From an optimization exercise on the open Yosys and OpenROAD flow, aimed at small area, a short achievable clock period and few clock cycles; shortcuts taken in it are not production practice.
Only simulation tests tie the RTL to the original design; equivalence was not proved.
No activity file was given, so power comes from the tool's default toggle rates.

Setup of run A:
## Mult
module Mult (
    input wire clk,
    input wire reset_total,
    input wire reset_local,
    input wire [31:0] operand_A_in,
    input wire [31:0] operand_B_in,
    output wire [31:0] product_Hi_out,
    output wire [31:0] product_Lo_out,
    output wire done
);
Size in the first run: roughly 2700 cells after synthesis, ~120 flip-flops, roughly 20000 sq um of cells after synthesis.
==> flow/config.mk <==
export PLATFORM = sky130hd
export DESIGN_NAME = Mult
export DESIGN_NICKNAME = Mult
export VERILOG_FILES = /design/flow/design.v
export SDC_FILE = /design/flow/constraint.sdc
export NUM_CORES = 4
export LEC_CHECK = 0
export ABC_AREA = 1
export CAP_MARGIN = 20
export CORE_MARGIN = 2
export CORE_UTILIZATION = 40
export CTS_BUF_LIST = sky130_fd_sc_hd__clkbuf_8
export SLEW_MARGIN = 20
export SYNTH_HIERARCHICAL = 1
export SYNTH_MINIMUM_KEEP_SIZE = 0
==> flow/constraint.sdc <==
create_clock -name core_clock -period 4.0 [get_ports {clk}]
set_input_delay 0.8000 -clock core_clock [delete_from_list [all_inputs] [get_ports {clk}]]
set_output_delay 0.8000 -clock core_clock [all_outputs]
set_load 0.01 [all_outputs]
standard.sh (not shown) runs the stock make flow with config.mk's settings and CLKGATE_MAP_FILE= SYNTH_SCRIPT=/design/flow/synth_recipe.tcl, a recipe that flattens the netlist after the stock synthesis.
==> flow/flow/run.sh <==
#!/bin/bash
# The standard layout, with the smallest buffer on the ports instead of the
# delay-cell buffers buffer_ports picks by default.
set -e
cp standard.sh standard.sh.txt
export BUFFER_PORTS_ARGS="-buffer_cell sky130_fd_sc_hd__buf_1"
bash standard.sh > standard.log 2>&1
Run A went all the way through the flow, and no timing, DRC or antenna check failed.
Testbench counts of run A, summed over its fixed seeds: cycles 8,404.
### run A -> run B
- SYNTH_MINIMUM_KEEP_SIZE: 0 -> unset
- PLACE_DENSITY: unset -> 0.75
- SYNTH_HIERARCHICAL: 1 -> unset
## What came out
- Run B reports its beginning of the critical path as C[17]$_DFFE_PP_ while run A reports S[23]$_DFFE_PP_.
- The share of total power in sequential cells number comes out lower for run A vs run B.
- Per the comparison of run B with run A, switching part of the total went up by 1.0 points; portion of total power attributed to combinational logic went down by 3.9 points; core utilization of the finished layout went down by 0.64 points; number of multi-input combinational cells in the layout went down by 315.
The inputs of run C differ from those of run B as listed below.
- removing PLACE_DENSITY (formerly 0.75)
- setting SETUP_SLACK_MARGIN to 0.15 for the first time
==> comparison <==
- Every stage of the flow completed for run C, and the final layout passed the timing, DRC and antenna checks.
- Run B → run C: number of buffers inserted by post-CTS setup repair picked up an extra 4, sequential share of layout area lost 0.85 points, power consumption picked up an extra about 4%, worst setup slack picked up an extra 0.11 ns.
Here is what was changed in the inputs of run D compared with run C.
- CTS_BUF_LIST no longer set, was sky130_fd_sc_hd__clkbuf_8
- SETUP_SLACK_MARGIN no longer set, was 0.15
## What came out
Buffers inserted during post-CTS setup optimization: run D lower than run C
Post-route fraction of the period consumed by the critical path: run D vs run C up 1.8 points
Row worst-path maximum fanout: run D higher / run C lower
Comparing share of total power in the clock network for run D and run C, the smaller number came from run C.
Area added between synthesis and finish in run D is 3.2 points lower than in run C
Run comparison: run D source of the critical timing path S[2]$_DFFE_PP_; run C source of the critical timing path C[13]$_DFFE_PP_
Portion of total power attributed to combinational logic is higher on run C
On cell depth of the worst setup path: between run D and run C, it ends up lower for run C.
Total power (run D vs. run C) decreases slightly
Input-level comparison between run E and run D:
- CTS_BUF_LIST now sky130_fd_sc_hd__clkbuf_8, previously not set
Findings:
Run E ended with every stage complete and zero timing, DRC or antenna violations.
[compare] base=run D new=run E: clock skew now sits higher, worst reg-to-reg path cell count now sits lower, actual slew at the worst max-slew pin now sits higher, total design power now sits lower.
Changes in run F relative to run E:
- an added PLACE_DENSITY of 0.45
Notes after the runs:
- Run E → run F: signed area change from the synthesized netlist to the final layout now larger, async set-or-reset flop fraction in the synthesized netlist comparable, total detailed-routing wirelength now larger.
- Clock network fraction of design power: run F > run E

* * *

Setup of try-delta:
The RTL this note starts from:
==> flow/design.v <==
module Mult (
    input wire clk,
    input wire reset_total,
    input wire reset_local,
    input wire [31:0] operand_A_in,
    input wire [31:0] operand_B_in,
    output wire [31:0] product_Hi_out,
    output wire [31:0] product_Lo_out,
    output wire done
);
    localparam G  = 4;                 
    localparam W  = 2 * G;             
    localparam NG = (32 + W - 1) / W;  
    localparam NW = W + 33;            
    localparam NU = 64 - NW;           
    localparam NS = NW + 3;            
    reg  [NU-1:0] U;                   
    reg  [NW-1:0] S, C;                
    reg  [2:0]    q;                   
    reg  [NG-1:0] R;                   
    reg           swap;                
    reg  [G-1:0]  d_one, d_two, d_neg;  
    wire start = reset_local;
    wire busy  = |R;
    wire [NG-1:0] TA, TB;
    assign TA[0] = |operand_A_in;
    assign TB[0] = |operand_B_in;
    genvar j, k;
    generate
        for (j = 1; j < NG; j = j + 1) begin : g_t
            wire [32-W*j:0] ha = operand_A_in[31:W*j-1];
            wire [32-W*j:0] hb = operand_B_in[31:W*j-1];
            assign TA[j] = ~(&ha | ~|ha);
            assign TB[j] = ~(&hb | ~|hb);
        end
    endgenerate
    wire [NG-1:0] T0    = TA & TB;
    wire          swap0 = |(TB & ~TA);
    wire [NG-1:0] Rn  = R >> 1;
    wire [NG-1:0] oh  = start ? (T0 & ~(T0 >> 1)) : (Rn & ~(Rn >> 1));
    wire [W*NG:0] ae  = {{(W*NG-32){operand_A_in[31]}}, operand_A_in, 1'b0};
    wire [W*NG:0] be  = {{(W*NG-32){operand_B_in[31]}}, operand_B_in, 1'b0};
    reg  [W:0]    ga, gb;
    integer i;
    always @(*) begin
        ga = {(W+1){1'b0}};
        gb = {(W+1){1'b0}};
        for (i = 0; i < NG; i = i + 1) begin
            ga = ga | ({(W+1){oh[i]}} & ae[W*i +: W+1]);
            gb = gb | ({(W+1){oh[i]}} & be[W*i +: W+1]);
        end
    end
    wire       sw  = start ? swap0 : swap;
    wire [W:0] grp = sw ? ga : gb;
    wire [G-1:0] n_one, n_two, n_neg;
    generate
        for (k = 0; k < G; k = k + 1) begin : g_dec
            wire b0 = grp[2*k], b1 = grp[2*k+1], b2 = grp[2*k+2];
            assign n_one[k] = b1 ^ b0;
            assign n_two[k] = (b2 & ~b1 & ~b0) | (~b2 & b1 & b0);
            assign n_neg[k] = b2;
        end
    endgenerate
    localparam [63:0] KC64 = 64'd0 - ((((64'd1 << (2 * G)) + 64'd8) / 64'd3) << 33);
    localparam [NS-1:0] KC = KC64[NS-1:0];
    wire [31:0] M  = swap ? operand_B_in : operand_A_in;  
    wire [33:0] m1 = {{2{M[31]}}, M};
    wire [33:0] m2 = {M[31], M, 1'b0};
    wire [NS-1:0] xs [0:G-1];
    reg  [W-1:0]  negbits;
    generate
        for (k = 0; k < G; k = k + 1) begin : g_pp
            wire [33:0] x = (({34{d_one[k]}} & m1) | ({34{d_two[k]}} & m2)) ^ {34{d_neg[k]}};
            if (k == 0) begin : g_first
                assign xs[k] = KC | {{(NS-36){1'b0}}, ~x[33], x[33], x[33], x[32:0]};
            end else begin : g_rest
                wire [NS-1:0] xe = {{(NS-34){1'b0}}, ~x[33], x[32:0]};
                assign xs[k] = xe << (2 * k);
            end
        end
    endgenerate
    always @(*) begin
        negbits = {W{1'b0}};
        for (i = 0; i < G; i = i + 1) negbits[2*i] = d_neg[i];
    end
    wire [NS-1:0] a0 = {{3{1'b0}}, S[NW-W-1:0], negbits};
    wire [NS-1:0] a1 = {{3{1'b0}}, C[NW-W-1:0], {W{1'b0}}};
    wire [2:0]    nq;                  
    assign        nq = ns[NS-1:NW] + nc[NS-1:NW];
    reg  [NS-1:0] ns, nc;
    function [2*NS-1:0] csa;
        input [NS-1:0] x, y, z;
        csa = {x ^ y ^ z, ((x & y) | (x & z) | (y & z)) << 1};
    endfunction
    generate
        if (G == 4) begin : g_t4
            always @(*) begin : b_t4
                reg [NS-1:0] s1, c1, s2, c2, s3, c3;
                {s1, c1} = csa(xs[0], xs[1], xs[2]);
                {s2, c2} = csa(xs[3], a0, a1);
                {s3, c3} = csa(s1, c1, s2);
                {ns, nc} = csa(s3, c3, c2);
            end
        end else if (G == 3) begin : g_t3
            always @(*) begin : b_t3
                reg [NS-1:0] s1, c1, s2, c2;
                {s1, c1} = csa(xs[0], xs[1], xs[2]);
                {s2, c2} = csa(s1, c1, a0);
                {ns, nc} = csa(s2, c2, a1);
            end
        end else begin : g_t2
            always @(*) begin : b_t2
                reg [NS-1:0] s1, c1;
                {s1, c1} = csa(a0, a1, xs[0]);
                {ns, nc} = csa(s1, c1, xs[1]);
            end
        end
    endgenerate
    wire [NU-5:0] uh  = U[NU-1:4];
    wire [NU-5:0] uhp = uh + 1'b1;
    wire [NU-5:0] uhm = uh - 1'b1;
    wire [3:0]    ul  = U[3:0];
    wire          qm2 = (q == 3'b110);
    wire          qm1 = (q == 3'b111);
    wire          qz  = (q == 3'b000);
    wire          qp1 = (q == 3'b001);
    wire          qp2 = (q == 3'b010);
    wire          b0  = (qm1 & (ul == 4'd0)) | (qm2 & (ul <= 4'd1));
    wire          c0  = (qp1 & (ul == 4'd15)) | (qp2 & (ul >= 4'd14));
    wire          b1  = qm2 & (ul == 4'd0);
    wire          c1  = (qz & (ul == 4'd15)) | (qp1 & (ul >= 4'd14)) | (qp2 & (ul >= 4'd13));
    wire [3:0]    l0  = ul + {q[2], q};
    wire [3:0]    l1  = ul + {q[2], q} + 4'd1;
    wire [NU-1:0] uq0 = {(b0 ? uhm : c0 ? uhp : uh), l0};
    wire [NU-1:0] uq1 = {(b1 ? uhm : c1 ? uhp : uh), l1};
    wire [W:0]    hs;
    ks_add #(.N(W)) u_hs (.a(S[NW-1:NW-W]), .b(C[NW-1:NW-W]), .y(hs));
    wire [NU-1:0] u_it = {(hs[W] ? uq1[NU-W-1:0] : uq0[NU-W-1:0]), hs[W-1:0]};
    localparam NL = NW / 2;
    localparam NH = NW - NL;
    wire [NL:0]   zl;
    wire [NH:0]   zh0, zh1;
    ks_add #(.N(NL)) u_zl (.a(S[NL-1:0]), .b(C[NL-1:0]), .y(zl));
    ks_add #(.N(NH)) u_zh0 (.a(S[NW-1:NL]), .b(C[NW-1:NL]), .y(zh0));
    ks_add1 #(.N(NH)) u_zh1 (.a(S[NW-1:NL]), .b(C[NW-1:NL]), .y(zh1));
    wire [NW:0]   z = {(zl[NL] ? zh1 : zh0), zl[NL-1:0]};
    wire [NU-1:0] u_fn = z[NW] ? uq1 : uq0;
    always @(posedge clk) begin
        if (reset_total) begin
            R   <= {NG{1'b0}};
        end else if (start) begin
            R   <= T0;
        end else if (busy) begin
            R   <= Rn;
        end
        if (start) begin
            U    <= {NU{1'b0}};
            S    <= {NW{1'b0}};
            C    <= {NW{1'b0}};
            q    <= 3'd0;
            swap <= swap0;
        end else if (busy) begin
            U    <= u_it;
            S    <= ns[NW-1:0];
            C    <= nc[NW-1:0];
            q    <= nq;
        end
        if (start | busy) begin
            d_one <= n_one;
            d_two <= n_two;
            d_neg <= n_neg;
        end
    end
    assign done = ~busy;
    wire [63:0] P = {u_fn, z[NW-1:0]};
    assign product_Hi_out = P[63:32];
    assign product_Lo_out = P[31:0];
endmodule
module ks_add #(parameter N = 8) (
    input  wire [N-1:0] a,
    input  wire [N-1:0] b,
    output wire [N:0]   y
);
    reg [N-1:0] g, p, g2, p2;
    integer i, d;
    always @(*) begin
        g = a & b;
        p = a | b;
        for (d = 1; d < N; d = d * 2) begin
            g2 = g;
            p2 = p;
            for (i = d; i < N; i = i + 1) begin
                g2[i] = g[i] | (p[i] & g[i-d]);
                p2[i] = p[i] & p[i-d];
            end
            g = g2;
            p = p2;
        end
    end
    assign y = {g[N-1], (a ^ b) ^ {g[N-2:0], 1'b0}};
endmodule
module ks_add1 #(parameter N = 8) (
    input  wire [N-1:0] a,
    input  wire [N-1:0] b,
    output wire [N:0]   y
);
    reg [N-1:0] g, p, g2, p2;
    integer i, d;
    always @(*) begin
        g = (a & b) | {{(N-1){1'b0}}, a[0] | b[0]};
        p = a | b;
        for (d = 1; d < N; d = d * 2) begin
            g2 = g;
            p2 = p;
            for (i = d; i < N; i = i + 1) begin
                g2[i] = g[i] | (p[i] & g[i-d]);
                p2[i] = p[i] & p[i-d];
            end
            g = g2;
            p = p2;
        end
    end
    assign y = {g[N-1], (a ^ b) ^ {g[N-2:0], 1'b1}};
endmodule
Settings: LEC_CHECK=0, ABC_AREA=1, CAP_MARGIN=20, CORE_MARGIN=2, CORE_UTILIZATION=40, SLEW_MARGIN=20; clock period 4.0 ns.
==> flow/flow/run.sh <==
#!/bin/bash
# The standard layout, with the smallest buffer on the ports instead of the
# delay-cell buffers buffer_ports picks by default, and with the gates off
# the critical paths downsized after global routing (ORFS power recovery).
set -e
cp standard.sh standard.sh.txt
export BUFFER_PORTS_ARGS="-buffer_cell sky130_fd_sc_hd__buf_1"
export RECOVER_POWER=100
bash standard.sh > standard.log 2>&1
Testbench counts of try-delta, summed over its fixed seeds: cycles 9,022.
### try-delta -> try-onyx
- a change of CORE_UTILIZATION from 40 to 60
==> flow/run.sh (new file) <==
#!/bin/bash
# synth_recipe.tcl (not shown) runs the flow's synth.tcl, then flattens the netlist and writes it again
# the make line also repeats each setting of config.mk as NAME=value (left out here)
make -C /OpenROAD-flow-scripts/flow DESIGN_CONFIG=/design/flow/config.mk WORK_HOME=/design/flow/orfs CLKGATE_MAP_FILE= SYNTH_SCRIPT=/design/flow/synth_recipe.tcl finish
removed: flow/flow/run.sh
removed: flow/standard.sh
--- outcome ---
Relative to try-delta, sequential share of cell area has decreased by 0.62 points in try-onyx. Changes observed in try-onyx relative to try-delta: first-pass detailed-route iteration total now sits higher; register-to-register slack now sits higher; count of buffers added by post-CTS timing repair for setup higher; clock latency of the later-clocked register in the worst-skew pair shows a reduction of 0.02 ns. try-delta → try-onyx: overall die area now smaller; layout-stage area growth over the synthesis result saw an increase.
Here is what was changed in the inputs of try-raven compared with try-onyx.
- CORE_UTILIZATION now 40, was 60
- ABC_AREA no longer set, was 1
Findings:
Among try-raven and try-onyx, a clean, completed layout was produced by try-onyx alone.
| total number of cells along the worst setup path | lower: try-raven |
For try-onyx, the critical-path cell with the highest stage delay was sky130_fd_sc_hd__dfxtp_1, unlike try-raven, where it was sky130_fd_sc_hd__or3_4.
Diff try-raven and try-onyx: worst setup slack after placement higher in try-onyx
In try-raven the share of the final layout cell area in multi-input gates turned out 3.9 points lower than in try-onyx.
Looking at cell count across try-raven and try-onyx, the one that comes out higher is try-onyx.
try-raven vs try-onyx: placeable core region up by more than a quarter
Summary of try-raven over try-onyx: sequential power neither gained nor lost much; total area of sequential cells level.
As of try-raven, met3 wire length had fallen by more than a quarter compared to try-onyx.
Cmp try-raven vs try-onyx: part of the total power dissipated in sequential elements lower in try-raven
try-raven vs. try-onyx: part of the cycle the worst path needs climbed 20 points, global-route usage over all layers dropped 11 points.

[what the ideal ports hide]
Ports are ideal in the flow. The routed layouts listed here were re-timed in OpenROAD. Step 1: set_driving_cell puts a clkbuf_16 on clk and a buf_2 on each other input, an assumption about the parent block. Step 2, shift: input delay + t, output delay - t, t = (earliest + latest rising clock arrival at the registers) / 2. This alone moves slack from input paths to output paths. a / b / c = ideal / step 1 / step 2; a / b = the first two.
| run | shift t [ns] | slack for setup (ns) | worst setup path at the end |
|---|---|---|---|
| run A | 0.538 | 0.067 / 0.016 / -0.280 | input to register |
| run B | 0.530 | 0.115 / 0.066 / -0.174 | input to register |
| run C | 0.528 | 0.227 / 0.176 / -0.255 | input to register |
| run D | 0.491 | 0.155 / 0.101 / -0.127 | input to register |
| run E | 0.538 | 0.166 / 0.115 / -0.120 | input to register |
| run F | 0.546 | 0.186 / 0.131 / -0.213 | input to register |
| try-delta | 0.514 | 0.148 / 0.117 / -0.104 | input to register |
| try-onyx | 0.483 | 0.118 / 0.067 / -0.001 | input to register |
| try-raven | 0.485 | -0.697 / -0.750 / -0.318 | input to register |
Met with ideal ports but missed after step 2: setup timing in 8 of these runs. For run C, which loses most, drivers alone change the setup slack by -0.051 ns; drivers and shift together by -0.482 ns.
